Source: an optimization exercise on an open RTL-to-GDS flow (aim: small area and a short achievable clock period). Production flows keep margins and buffers that such runs may drop. RTL that was checked went through simulation tests only; none was proved equivalent to the original. Only the layout flow was run in run 1; the RTL was not checked for function there. No activity file was given, so power comes from the tool's default toggle rates.

### design.v
module alu
  (
   input  logic [31:0] a, b,
   input  logic        sub,
   output logic [31:0] s,
   output logic        lt, ltu, eq
   );
   logic [32:0] t;
   assign t   = {1'b0, a} + {1'b0, b ^ {32{sub}}} + {32'b0, sub};
   assign s   = t[31:0];
   assign ltu = ~t[32];
   assign lt  = (a[31] ^ b[31]) ? a[31] : t[31];
   assign eq  = ~|t[31:0];
endmodule
module shifter
  (
   input  logic [31:0] x,
   input  logic [4:0]  n,
   input  logic        left, arith,
   output logic [31:0] y
   );
   logic [31:0] xr, r;
   logic        fill;
   always_comb begin
      for (integer i = 0; i < 32; i = i + 1) xr[i] = left ? x[31-i] : x[i];
   end
   assign fill = arith & ~left & x[31];
   assign r = $signed({fill, xr}) >>> n;
   always_comb begin
      for (integer i = 0; i < 32; i = i + 1) y[i] = left ? r[31-i] : r[i];
   end
endmodule
module register_file
  (
   input  logic        clk, rst, we3,
   input  logic [4:0]  addr1, addr2, addr3,
   output logic [31:0] rd1, rd2,
   input  logic [31:0] wd3,
   output logic [31:0] x14
   );
   logic [31:0] regs [1:31];
   logic [31:1] valid;
   always_ff @(posedge clk) begin
      if (we3) begin
         for (integer i = 1; i < 32; i = i + 1)
           if (i != 14 && addr3 == i[4:0]) regs[i] <= wd3;
      end
   end
   always_ff @(posedge clk, posedge rst) begin
      if (rst) regs[14] <= 32'b0;
      else if (we3 && addr3 == 5'd14) regs[14] <= wd3;
   end
   always_ff @(posedge clk, posedge rst) begin
      if (rst) valid <= '0;
      else if (we3) begin
         for (integer i = 1; i < 32; i = i + 1)
           if (i != 14 && addr3 == i[4:0]) valid[i] <= 1'b1;
      end
   end
   assign x14 = regs[14];
   always_comb begin
      rd1 = 32'b0;
      rd2 = 32'b0;
      for (integer i = 1; i < 32; i = i + 1) begin
         rd1 = rd1 | (regs[i] & {32{addr1 == i[4:0] && (i == 14 || valid[i])}});
         rd2 = rd2 | (regs[i] & {32{addr2 == i[4:0] && (i == 14 || valid[i])}});
      end
   end
endmodule
module core
  (
   input clk, rst,
   output [31:0] imem_addr,
   input [31:0] imem_rdata,
   output [31:0] dmem_addr,
   output [31:0] dmem_wdata,
   output dmem_we,
   input [31:0] dmem_rdata,
   output logic [31:0] io_o,
   output [31:0] test
   );
   logic [31:0] pc;
   logic [31:0] instr;
   assign instr = imem_rdata;
   assign imem_addr = pc;
   logic [6:0] op;
   logic [2:0] f3;
   assign op = instr[6:0];
   assign f3 = instr[14:12];
   logic is_load, is_store, is_r, is_i, is_br, is_jal, is_jalr, is_lui, is_auipc;
   assign is_load  = op == 7'b0000011;
   assign is_store = op == 7'b0100011;
   assign is_r     = op == 7'b0110011;
   assign is_i     = op == 7'b0010011;
   assign is_br    = op == 7'b1100011;
   assign is_jal   = op == 7'b1101111;
   assign is_jalr  = op == 7'b1100111;
   assign is_lui   = op == 7'b0110111;
   assign is_auipc = op == 7'b0010111;
   logic [31:0] immI, immS, immB, immJ, immU, immA, immP;
   assign immI = {{20{instr[31]}}, instr[31:20]};
   assign immS = {{20{instr[31]}}, instr[31:25], instr[11:7]};
   assign immB = {{20{instr[31]}}, instr[7], instr[30:25], instr[11:8], 1'b0};
   assign immJ = {{12{instr[31]}}, instr[19:12], instr[20], instr[30:21], 1'b0};
   assign immU = {instr[31:12], 12'b0};
   assign immA = is_store ? immS : immI;
   assign immP = is_jal ? immJ : (is_br ? immB : immU);
   logic [31:0] rd1, rd2, wd;
   logic        we;
   register_file regs(.clk(clk), .rst(rst), .we3(we),
                      .addr1(instr[19:15]), .addr2(instr[24:20]), .addr3(instr[11:7]),
                      .rd1(rd1), .rd2(rd2), .wd3(wd), .x14(test));
   logic use_imm, sub;
   assign use_imm = ~(is_r | is_br);
   assign sub = is_br | ((is_r | is_i) & ((f3 == 3'b000 & is_r & instr[30]) | f3 == 3'b010 | f3 == 3'b011));
   logic [31:0] opb, sum;
   logic        lt, ltu, eq;
   assign opb = use_imm ? immA : rd2;
   alu alu(.a(rd1), .b(opb), .sub(sub), .s(sum), .lt(lt), .ltu(ltu), .eq(eq));
   logic [31:0] sh;
   shifter shifter(.x(rd1), .n(opb[4:0]), .left(~f3[2]), .arith(instr[30]), .y(sh));
   logic [31:0] wdata;
   assign wdata = (f3 == 3'b000) ? {24'b0, rd2[7:0]} :
                  (f3 == 3'b001) ? {16'b0, rd2[15:0]} : rd2;
   assign dmem_addr  = sum;
   assign dmem_wdata = wdata;
   assign dmem_we    = is_store & sum[31];
   always_ff @(posedge clk or posedge rst) begin
      if (rst) io_o <= 32'b0;
      else if (is_store & ~sum[31]) io_o <= wdata;
   end
   logic [31:0] pc4, pct;
   assign pc4 = pc + 32'd4;
   assign pct = pc + immP;
   logic taken;
   always_comb begin
      case (f3)
        3'b000: taken = eq;
        3'b001: taken = ~eq;
        3'b100: taken = lt;
        3'b101: taken = ~lt;
        3'b110: taken = ltu;
        3'b111: taken = ~ltu;
        default: taken = 1'b1;
      endcase
   end
   always_ff @(posedge clk or posedge rst) begin
      if (rst) pc <= 32'b0;
      else if (is_jalr) pc <= {sum[31:1], 1'b0};
      else if (is_jal | (is_br & taken)) pc <= pct;
      else pc <= pc4;
   end
   logic [31:0] alu_res, ld;
   always_comb begin
      case (f3)
        3'b000: alu_res = sum;
        3'b001: alu_res = sh;
        3'b010: alu_res = {31'b0, lt};
        3'b011: alu_res = {31'b0, ltu};
        3'b100: alu_res = rd1 ^ opb;
        3'b101: alu_res = sh;
        3'b110: alu_res = rd1 | opb;
        default: alu_res = rd1 & opb;
      endcase
   end
   always_comb begin
      if (~sum[31]) ld = io_o;
      else case (f3)
        3'b000: ld = {{24{dmem_rdata[7]}}, dmem_rdata[7:0]};
        3'b001: ld = {{16{dmem_rdata[15]}}, dmem_rdata[15:0]};
        3'b100: ld = {24'b0, dmem_rdata[7:0]};
        3'b101: ld = {16'b0, dmem_rdata[15:0]};
        default: ld = dmem_rdata;
      endcase
   end
   assign we = is_load | is_r | is_i | is_jal | is_jalr | is_lui | is_auipc;
   assign wd = is_load ? ld :
               (is_jal | is_jalr) ? pc4 :
               is_lui ? immU :
               is_auipc ? pct : alu_res;
endmodule
### run.sh
#!/bin/bash
# synth_recipe.tcl (not shown) runs the flow's synth.tcl, then flattens the netlist and writes it again
# the make line also repeats each setting of config.mk as NAME=value (left out here)
make -C /OpenROAD-flow-scripts/flow DESIGN_CONFIG=/design/flow/config.mk WORK_HOME=/design/flow/orfs CLKGATE_MAP_FILE= SYNTH_SCRIPT=/design/flow/synth_recipe.tcl finish
### config.mk
export PLATFORM = sky130hd
export DESIGN_NAME = core
export DESIGN_NICKNAME = core
export VERILOG_FILES = /design/flow/design.v
export SDC_FILE = /design/flow/constraint.sdc
export NUM_CORES = 4
export LEC_CHECK = 0
export CAP_MARGIN = 20
export CORE_MARGIN = 2
export CORE_UTILIZATION = 40
export SLEW_MARGIN = 20
### constraint.sdc
create_clock -name core_clock -period 16.0 [get_ports {clk}]
set_input_delay 3.2000 -clock core_clock [delete_from_list [all_inputs] [get_ports {clk}]]
set_output_delay 3.2000 -clock core_clock [all_outputs]
set_load 0.01 [all_outputs]
==> results of run 1 <==
[stage by stage]
| stage | util [%] | area (um^2) | total power, mW | std cells | setup WS, ns |
|---|---|---|---|---|---|
| 2_1_floorplan | - | 56200 | 3.884 | 4795 | 4.096 |
| 3_3_place_gp | 43.87 | 61130 | 4.511 | 6697 | 1.995 |
| 3_5_place_dp | 43.89 | 61170 | 4.514 | 6699 | 1.920 |
| 4_1_cts | 46.60 | 64950 | 7.169 | 6905 | 1.900 |
| 5_1_grt | 46.68 | 65050 | 7.381 | 6919 | 1.252 |
| 6_report | 46.76 | 65170 | 7.243 | 6966 | 1.481 |
[cells in the final DEF (no fill, tap or decap), types with 65 or more instances in the layout]
| cell type | count |
|---|---|
| sky130_fd_sc_hd__edfxtp_1 | 960 |
| sky130_fd_sc_hd__a22oi_1 | 482 |
| sky130_fd_sc_hd__buf_4 | 258 |
| sky130_fd_sc_hd__nand3_1 | 251 |
| sky130_fd_sc_hd__a21oi_1 | 228 |
| sky130_fd_sc_hd__nand2_1 | 223 |
| sky130_fd_sc_hd__clkdlybuf4s50_1 | 190 |
| sky130_fd_sc_hd__and3_1 | 165 |
| sky130_fd_sc_hd__nor2_1 | 143 |
| sky130_fd_sc_hd__ha_1 | 126 |
| sky130_fd_sc_hd__nand4_1 | 115 |
| sky130_fd_sc_hd__clkbuf_16 | 112 |
| sky130_fd_sc_hd__mux2i_1 | 108 |
| sky130_fd_sc_hd__o21ai_0 | 101 |
| sky130_fd_sc_hd__a222oi_1 | 99 |
| sky130_fd_sc_hd__dfrtp_1 | 93 |
| sky130_fd_sc_hd__a22o_1 | 87 |
| sky130_fd_sc_hd__inv_1 | 87 |
| sky130_fd_sc_hd__a221oi_1 | 76 |
| sky130_fd_sc_hd__xnor2_1 | 65 |
[metal layers]
metal  routed length (um)  share of wire (%)  GRT usage [%]
met1               111100                 33          54.04
met2               134800                 40          63.74
met3                56860                 17          21.42
met4                35070                 10          36.95
met5                  673               0.20          1.647
[worst paths after layout]
check,endpoint,slack (ns),cells after the start
max reg2reg,pc[2],6.27,25
max,dmem_addr[21],1.48,22
min in group asynchronous,pc[12],2.87,2
max in group asynchronous,regs.valid[8],11.78,3
min,regs.valid[1],0.50,1
min reg2reg,regs.valid[1],0.50,1
[flip-flops by register name (all words and copies together) (netlist names)]
name,cells
regs.regs,960
io_o,32
pc,31
regs.valid,30
[power by group]
group	internal [mW]	switching [mW]	total (mW)	leakage (nW)
Clock	1.53	1.19	2.72	1.80
Combinational	0.434	0.859	1.29	12.1
Sequential	3.11	0.117	3.23	9.95
[final cells by class]
type,instances,area share (%)
sequential,1053,47.81
multi-input combinational,3223,36.02
timing repair buffer,458,6.015
tap,1876,3.602
antenna,55,0.2112
clock inverter,78,1.375
clock buffer,128,4.424
inverter,95,0.5510
[cell families after synthesis]
logic type	share of synthesized area [%]
adders and majority gates	2.883
muxes	3.799
buffers and inverters	3.828
and+or+nand+nor	12.63
other	0.006687
AOI/OAI and AO/OA	19.51
xor gates and xnor gates	1.794
DFF	55.55
==> results.json, run 1 <==
{
  "nets": 5136,
  "hp-start": "regs.valid[1]",
  "timing.critical_path.mode_cell": "sky130_fd_sc_hd__a21o_1",
  "drv_cap": 0,
  "seq_area_um2": 31150,
  "grt.total_usage_pct": 45.95,
  "cts_root_buffer": "sky130_fd_sc_hd__clkbuf_16",
  "routed-via-count": 53979,
  "final_hold_viol_count": 0,
  "report.final.setup_viol": 0,
  "portBuffers": 193,
  "grt_setup_unrepaired": "false",
  "synth.avg_cell_area_um2": 11.77,
  "post-synth-top-area-fraction_pct": 51.40,
  "power_density_nw_per_um2": 111.1,
  "floorplan.core_area_um2": 139400,
  "critPathLaunchType": "primary input",
  "outcome": "no timing/DRC/antenna violations",
  "drive_above_1_share_pct": 13.90,
  "clock_skew_ns": 0.07151,
  "grt_pass1_wl_um": 442100,
  "clockBufferDepth": 3,
  "hp-class": "register to register",
  "synth.lib_cells_used.distinct": 101,
  "timing.critical_path.required_ns": 12.80,
  "synth_common_cells": "sky130_fd_sc_hd__edfxtp_1, sky130_fd_sc_hd__a22oi_1, sky130_fd_sc_hd__clkbuf_1",
  "crit_path_max_fanout": 22,
  "floorplan.io_pins": 227,
  "cts_repair_resize_count": 0,
  "critical_path.cell_chain": "clkdlybuf4s50_1, nor3b_1, buf_4, and2_2, buf_4, a222oi_1, nand3_1, nor4_1, a21oi_1, a21oi_1, xnor2_1, ha_1, a21o_1, a21o_1, a21o_1, nor2b_1, nand3_1, o21ai_1, o21a_2, o21bai_1, xor2_1, clkdlybuf4s50_1",
  "initial_standard_cell_utilization_of_the_core_pct": 40.24,
  "synth.yosys.seq_area_share_pct": 55.55,
  "crit_buf_inv": 4,
  "fillers": 12572,
  "final.period_utilization_pct": 90.74,
  "critPathLaunch": "imem_rdata[23]",
  "ctsHoldBuffers": 0,
  "die_height_um": 378.4,
  "maxSlewHeadroom_pct": 11.54,
  "synth-main-ff-cell": "sky130_fd_sc_hd__edfxtp_1",
  "async_reset_ff_share_pct": 8.832,
  "die-width_um": 378.4,
  "cts.htree.levels": 3,
  "via_per_inst": 7.749,
  "dr.pass1.iters": 13,
  "gr-total-overflow": 0,
  "setup_tns_after_final_layout_ns": 0,
  "tritoncts_buffers": 111,
  "setup.worst_path.class": "primary input to output pin",
  "hold_ws_ns": 0.4976,
  "peakVddDrop_v": 0.0001016,
  "mappedNetlistArea_um2": 56080,
  "die_area_um2": 143200,
  "clk_pin_slew_ns": 0.06,
  "netlist.top_cell.by_area": "sky130_fd_sc_hd__edfxtp_1",
  "rr_startpoint": "regs.valid[4]",
  "cts.sinks": 1053,
  "endpoint_kind": "output pin",
  "worst-endpoint-arrival_ns": 11.32,
  "timing.critical_path.max_delay_family": "buffers and inverters",
  "ys.warnings.count": 68,
  "instance_count_of_the_mapped_netlist": 4763,
  "yosys-top-cells-area": "sky130_fd_sc_hd__edfxtp_1, sky130_fd_sc_hd__a22oi_1, sky130_fd_sc_hd__dfrtp_1",
  "fmax_ghz": 0.06887,
  "drt_iter0_markers": 13692,
  "flow.area_growth_from_synthesis_pct": 16.20,
  "remaining_drc_errors": 0,
  "cts_tree": "yes",
  "finalMaxSlewViolations": 0,
  "route.final.wire_length_um": 338500,
  "insertion_delay_ns": 0.81,
  "post-cts-setup-buffers": 0,
  "min_clock_period_post_route_ns": 14.52,
  "synth_enable_flop_cells": 960,
  "routabilityCongestion": 1.096,
  "antenna_found_initial": 46,
  "post-synth-top-count-cell": "sky130_fd_sc_hd__edfxtp_1",
  "postRouteAntennaNets": 0,
  "std_cell_rows": 137,
  "tightest_slew_ns": 1.327,
  "ys_ff_latch": 1053,
  "via_count_of_the_first_global_routing_pass": 49477,
  "max_stage_delay_ns": 1.10,
  "pin_count_of_the_biggest_net_entering_global_routing": 59,
  "detailedPlacementHpwl_um": 216900,
  "cpMaxStageDelayCell": "sky130_fd_sc_hd__clkdlybuf4s50_1",
  "multiInputGateArea_um2": 23470,
  "power.leakage_nw": 23.85,
  "routed_wire_length_per_instance_um": 48.59
}
==> run 2, diff against run 1 <==
--- a/design.v
+++ b/design.v
@@ -47,7 +47,8 @@
       end
    end
+   logic [31:0] r14;
    always_ff @(posedge clk, posedge rst) begin
-      if (rst) regs[14] <= 32'b0;
-      else if (we3 && addr3 == 5'd14) regs[14] <= wd3;
+      if (rst) r14 <= 32'b0;
+      else if (we3 && addr3 == 5'd14) r14 <= wd3;
    end
    always_ff @(posedge clk, posedge rst) begin
@@ -58,11 +59,17 @@
       end
    end
-   assign x14 = regs[14];
+   assign x14 = r14;
    always_comb begin
       rd1 = 32'b0;
       rd2 = 32'b0;
       for (integer i = 1; i < 32; i = i + 1) begin
-         rd1 = rd1 | (regs[i] & {32{addr1 == i[4:0] && (i == 14 || valid[i])}});
-         rd2 = rd2 | (regs[i] & {32{addr2 == i[4:0] && (i == 14 || valid[i])}});
+         if (i == 14) begin
+            rd1 = rd1 | (r14 & {32{addr1 == 5'd14}});
+            rd2 = rd2 | (r14 & {32{addr2 == 5'd14}});
+         end
+         else begin
+            rd1 = rd1 | (regs[i] & {32{addr1 == i[4:0] && valid[i]}});
+            rd2 = rd2 | (regs[i] & {32{addr2 == i[4:0] && valid[i]}});
+         end
       end
    end
@@ -114,8 +121,9 @@
    assign use_imm = ~(is_r | is_br);
    assign sub = is_br | ((is_r | is_i) & ((f3 == 3'b000 & is_r & instr[30]) | f3 == 3'b010 | f3 == 3'b011));
-   logic [31:0] opb, sum;
+   logic [31:0] opb, sum, addr;
    logic        lt, ltu, eq;
-   assign opb = use_imm ? immA : rd2;
+   assign opb = use_imm ? immI : rd2;
    alu alu(.a(rd1), .b(opb), .sub(sub), .s(sum), .lt(lt), .ltu(ltu), .eq(eq));
+   assign addr = rd1 + immA;
    logic [31:0] sh;
    shifter shifter(.x(rd1), .n(opb[4:0]), .left(~f3[2]), .arith(instr[30]), .y(sh));
@@ -123,10 +131,10 @@
    assign wdata = (f3 == 3'b000) ? {24'b0, rd2[7:0]} :
                   (f3 == 3'b001) ? {16'b0, rd2[15:0]} : rd2;
-   assign dmem_addr  = sum;
+   assign dmem_addr  = addr;
    assign dmem_wdata = wdata;
-   assign dmem_we    = is_store & sum[31];
+   assign dmem_we    = is_store & addr[31];
    always_ff @(posedge clk or posedge rst) begin
       if (rst) io_o <= 32'b0;
-      else if (is_store & ~sum[31]) io_o <= wdata;
+      else if (is_store & ~addr[31]) io_o <= wdata;
    end
    logic [31:0] pc4, pct;
@@ -147,5 +155,5 @@
    always_ff @(posedge clk or posedge rst) begin
       if (rst) pc <= 32'b0;
-      else if (is_jalr) pc <= {sum[31:1], 1'b0};
+      else if (is_jalr) pc <= {addr[31:1], 1'b0};
       else if (is_jal | (is_br & taken)) pc <= pct;
       else pc <= pc4;
@@ -165,5 +173,5 @@
    end
    always_comb begin
-      if (~sum[31]) ld = io_o;
+      if (~addr[31]) ld = io_o;
       else case (f3)
         3'b000: ld = {{24{dmem_rdata[7]}}, dmem_rdata[7:0]};
--- a/config.mk
+++ b/config.mk
@@ -9,3 +9,5 @@
 export CORE_MARGIN = 2
 export CORE_UTILIZATION = 40
+export SETUP_SLACK_MARGIN = 5
 export SLEW_MARGIN = 20
+export TNS_END_PERCENT = 10
==> results.json, run 2 <==
{
  "outcome": "no timing/DRC/antenna violations",
  "ys.warnings.count": 4,
  "via_count_of_the_first_global_routing_pass": 51986,
  "report.final.setup_viol": 0,
  "largest_register_ff_count": 960,
  "crit_path_max_fanout": 33,
  "power_density_nw_per_um2": 108.1,
  "die-width_um": 386.9,
  "std_cell_rows": 140,
  "net-switching-power_mw": 2.355,
  "dominant_combinational_cell_family_by_area_after_synthesis": "compound AO/OA/AOI/OAI gates",
  "cts.sinks": 1085,
  "gr-total-overflow": 0,
  "pin_count_of_the_biggest_net_entering_global_routing": 80,
  "setup.worst_path.class": "primary input to output pin",
  "mostFrequentLayoutCells": "sky130_fd_sc_hd__edfxtp_1, sky130_fd_sc_hd__a22oi_1, sky130_fd_sc_hd__nand2_1, sky130_fd_sc_hd__buf_4, sky130_fd_sc_hd__clkdlybuf4s50_1",
  "biggest_register": "regs.regs",
  "synth-compound-area-share_pct": 20.09,
  "clock_skew_ns": 0.08767,
  "timing.critical_path.required_ns": 12.80,
  "insertion_delay_ns": 0.79,
  "instance_count_of_the_mapped_netlist": 5129,
  "synth-main-ff-cell": "sky130_fd_sc_hd__edfxtp_1",
  "synth_simple_gate_area_share_pct": 11.99,
  "initial_standard_cell_utilization_of_the_core_pct": 40.29,
  "synth-xor-area-share_pct": 2.061,
  "min_path_cells": 1,
  "ys_ff_latch": 1085,
  "routabilityCongestion": 1.055,
  "critPathLaunchType": "primary input",
  "detailedPlacementHpwl_um": 218500,
  "floorplan.io_pins": 227,
  "min_clock_period_post_route_ns": 11.05,
  "post-layout-total-power_mw": 7.658,
  "power.leakage_nw": 26.52,
  "via_per_inst": 7.420,
  "yosys-top-cells-area": "sky130_fd_sc_hd__edfxtp_1, sky130_fd_sc_hd__a22oi_1, sky130_fd_sc_hd__dfrtp_1",
  "ctsHoldBuffers": 0,
  "synth_fa_ha_area_share_pct": 3.452,
  "stdcell_count": 7519,
  "cts_root_buffer": "sky130_fd_sc_hd__clkbuf_16",
  "endpoint_kind": "output pin",
  "async_reset_ff_share_pct": 11.52,
  "top_registers": "regs.regs: 960 flops, io_o: 32 flops, regs.r14: 32 flops",
  "post-synth-top-count-cell": "sky130_fd_sc_hd__edfxtp_1",
  "postLayoutCoreUtil_pct": 48.65,
  "grt_setup_unrepaired": "true",
  "tritoncts_buffers": 114,
  "routed-via-count": 55790,
  "remaining_drc_errors": 0,
  "finalMaxSlewViolations": 0,
  "final_hold_viol_count": 0,
  "peakVddDrop_v": 0.00008726,
  "drt_iter0_markers": 11924,
  "die_height_um": 386.9,
  "grt.total_usage_pct": 44.26,
  "mappedNetlistArea_um2": 58650,
  "clockBufferDepth": 3,
  "post-synth-top-area-fraction_pct": 49.15,
  "synth_common_cells": "sky130_fd_sc_hd__edfxtp_1, sky130_fd_sc_hd__a22oi_1, sky130_fd_sc_hd__nand2_1",
  "rr_worst_depth": 25,
  "synth_enable_flop_cells": 960,
  "netlist.top_cell.by_area": "sky130_fd_sc_hd__edfxtp_1",
  "routed_wire_length_per_instance_um": 45.63,
  "portBuffers": 225,
  "drive_above_1_share_pct": 18.04,
  "clk_pin_slew_ns": 0.07,
  "synth.lib_cells_used.distinct": 94,
  "p_seq_share_pct": 43.3,
  "yosys-mux-area-fraction_pct": 4.642,
  "maxSlewHeadroom_pct": 20.53,
  "postRouteAntennaNets": 0,
  "tightest_slew_ns": 1.192,
  "power.share.clock_pct": 37.2,
  "hp-class": "register to register",
  "route.final.wire_length_um": 343100,
  "cts_tree": "yes",
  "internal_power_mw": 5.303,
  "final.period_utilization_pct": 69.03,
  "die_area_um2": 149700,
  "dr.pass1.iters": 20,
  "floorplan.core_area_um2": 145600,
  "synth.avg_cell_area_um2": 11.44,
  "switching_share_pct": 30.75,
  "flow.area_growth_from_synthesis_pct": 20.75,
  "grt_pass1_wl_um": 455400,
  "comb_power_share_pct": 19.6,
  "nets": 5711,
  "fmax_ghz": 0.09053,
  "synth.yosys.seq_area_share_pct": 54.48,
  "antenna_found_initial": 23,
  "setup_tns_after_final_layout_ns": 0,
  "cts.htree.levels": 3,
  "layout.cells.most_common": "sky130_fd_sc_hd__edfxtp_1",
  "worst-endpoint-arrival_ns": 7.85,
  "placed_cells": 7133,
  "drv_cap": 0
}
-- run 2: cell types whose count changed after synthesis, sizes merged, moves of 34 or more --
cell / change
clkbuf: -67
a221oi: -43
and2: -40
a31oi: +34
mux2: +39
a22oi: +268
and3: -69
nand3: -123
a22o: -57
a32oi: -39
nand2: +310
nor3: +54
nand4: -41
-- run 2: logic make-up (layout without fill, tap and decap cells) --
kind of cell / count (synthesis) / in the layout
buf+inv: 474 / 926
fa+ha+maj: 160 / 160
other cells: 1 / 16
compound gates: 1620 / 1620
xor+xnor: 138 / 138
mux: 224 / 224
flops: 1085 / 1085
simple gates: 1427 / 1433
-- run 2: metrics by stage --
step	area (um^2)	hold slack [ns]	setup slack, ns
2_1_floorplan	58690	0.4449	5.001
3_3_place_gp	64110	0.4975	2.091
3_5_place_dp	64130	0.4968	1.943
4_1_cts	70110	0.5126	4.868
5_1_grt	70790	0.5391	4.866
6_report	70820	0.5277	4.954
-- run 2: worst paths after layout --
check	startpoint	endpoint	slack [ns]
worst min-delay path	regs.valid[1]	regs.valid[1]	0.53
worst min register to register	regs.valid[1]	regs.valid[1]	0.53
min in group asynchronous	rst	pc[20]	3.04
max in group asynchronous	rst	regs.r14[13]	11.29
worst max-delay path	imem_rdata[23]	dmem_wdata[17]	4.95
worst max register to register	regs.valid[8]	regs.r14[29]	7.86
-- run 2: final cells by class --
class | count | area (um^2)
Sequential cell | 1085 | 31960
Clock buffer | 142 | 3062
Tap cell | 1917 | 2399
Clock inverter | 76 | 919.6
Multi-Input combinational cell | 3576 | 26420
Timing Repair Buffer | 594 | 5594
Inverter | 114 | 435.4
Fill cell | 13099 | 74750
Antenna cell | 15 | 37.54
-- run 2: repair_timing --
item	CTS	global route
pin swaps	53	41
buffers inserted	116	26
endpoints found under the setup margin	619	492
cloned	7	2
gates resized for setup	260	92
-- run 2: worst max-delay path, cell delays in order --
cell	delay [ns]
sky130_fd_sc_hd__clkdlybuf4s50_1	0.47
sky130_fd_sc_hd__buf_6	0.30
sky130_fd_sc_hd__nor3b_4	0.52
sky130_fd_sc_hd__and2_2	0.75
sky130_fd_sc_hd__buf_4	0.54
sky130_fd_sc_hd__a222oi_1	0.18
sky130_fd_sc_hd__nand2_1	0.10
sky130_fd_sc_hd__nor3_1	0.06
sky130_fd_sc_hd__a31oi_1	0.91
sky130_fd_sc_hd__clkdlybuf4s50_1	0.72
-- run 2: routing by layer --
metal	GRT usage (%)	routed length, um	vias to the layer above
li1	-	-	21080
met1	54.66	118600	27157
met2	63.44	140300	5842
met3	16.03	51060	1679
met4	32.43	32480	32
met5	1.595	622	-
-- run 2: power by group through the flow --
stage / registers (mW) / logic [mW] / clock network (mW)
2_1_floorplan: 3.32 / 0.726 / 0
3_3_place_gp: 3.36 / 1.38 / 0
3_5_place_dp: 3.36 / 1.38 / 0
4_1_cts: 3.31 / 1.42 / 2.85
5_1_grt: 3.31 / 1.55 / 2.95
6_report: 3.31 / 1.50 / 2.85

what the ideal ports hide:
No port has a modelled driver above. Below, the same layouts with a new extraction and two added sets of constraints. Step 1 assumes that a clkbuf_16 drives the clock port and a buf_2 every other input. Step 2, shift: input delay + t, output delay - t, t = (earliest + latest rising clock arrival at the registers) / 2. This alone moves slack from input paths to output paths. a / b / c = no drivers / after step 1 / after step 2; a / b = the first two.
run	t, ns	setup slack, ns	slew at the worst register clock pin (ns)	worst data-port slew with drivers (ns)
run 1	0.855	1.481 / 1.457 / 1.457	0.07 / 0.07	0.17
run 2	0.830	4.954 / 4.871 / 4.364	0.08 / 0.08	0.19
After both steps every run listed still meets setup and hold. For run 2, which loses most, drivers alone change the setup slack by -0.083 ns; drivers and shift together by -0.590 ns.
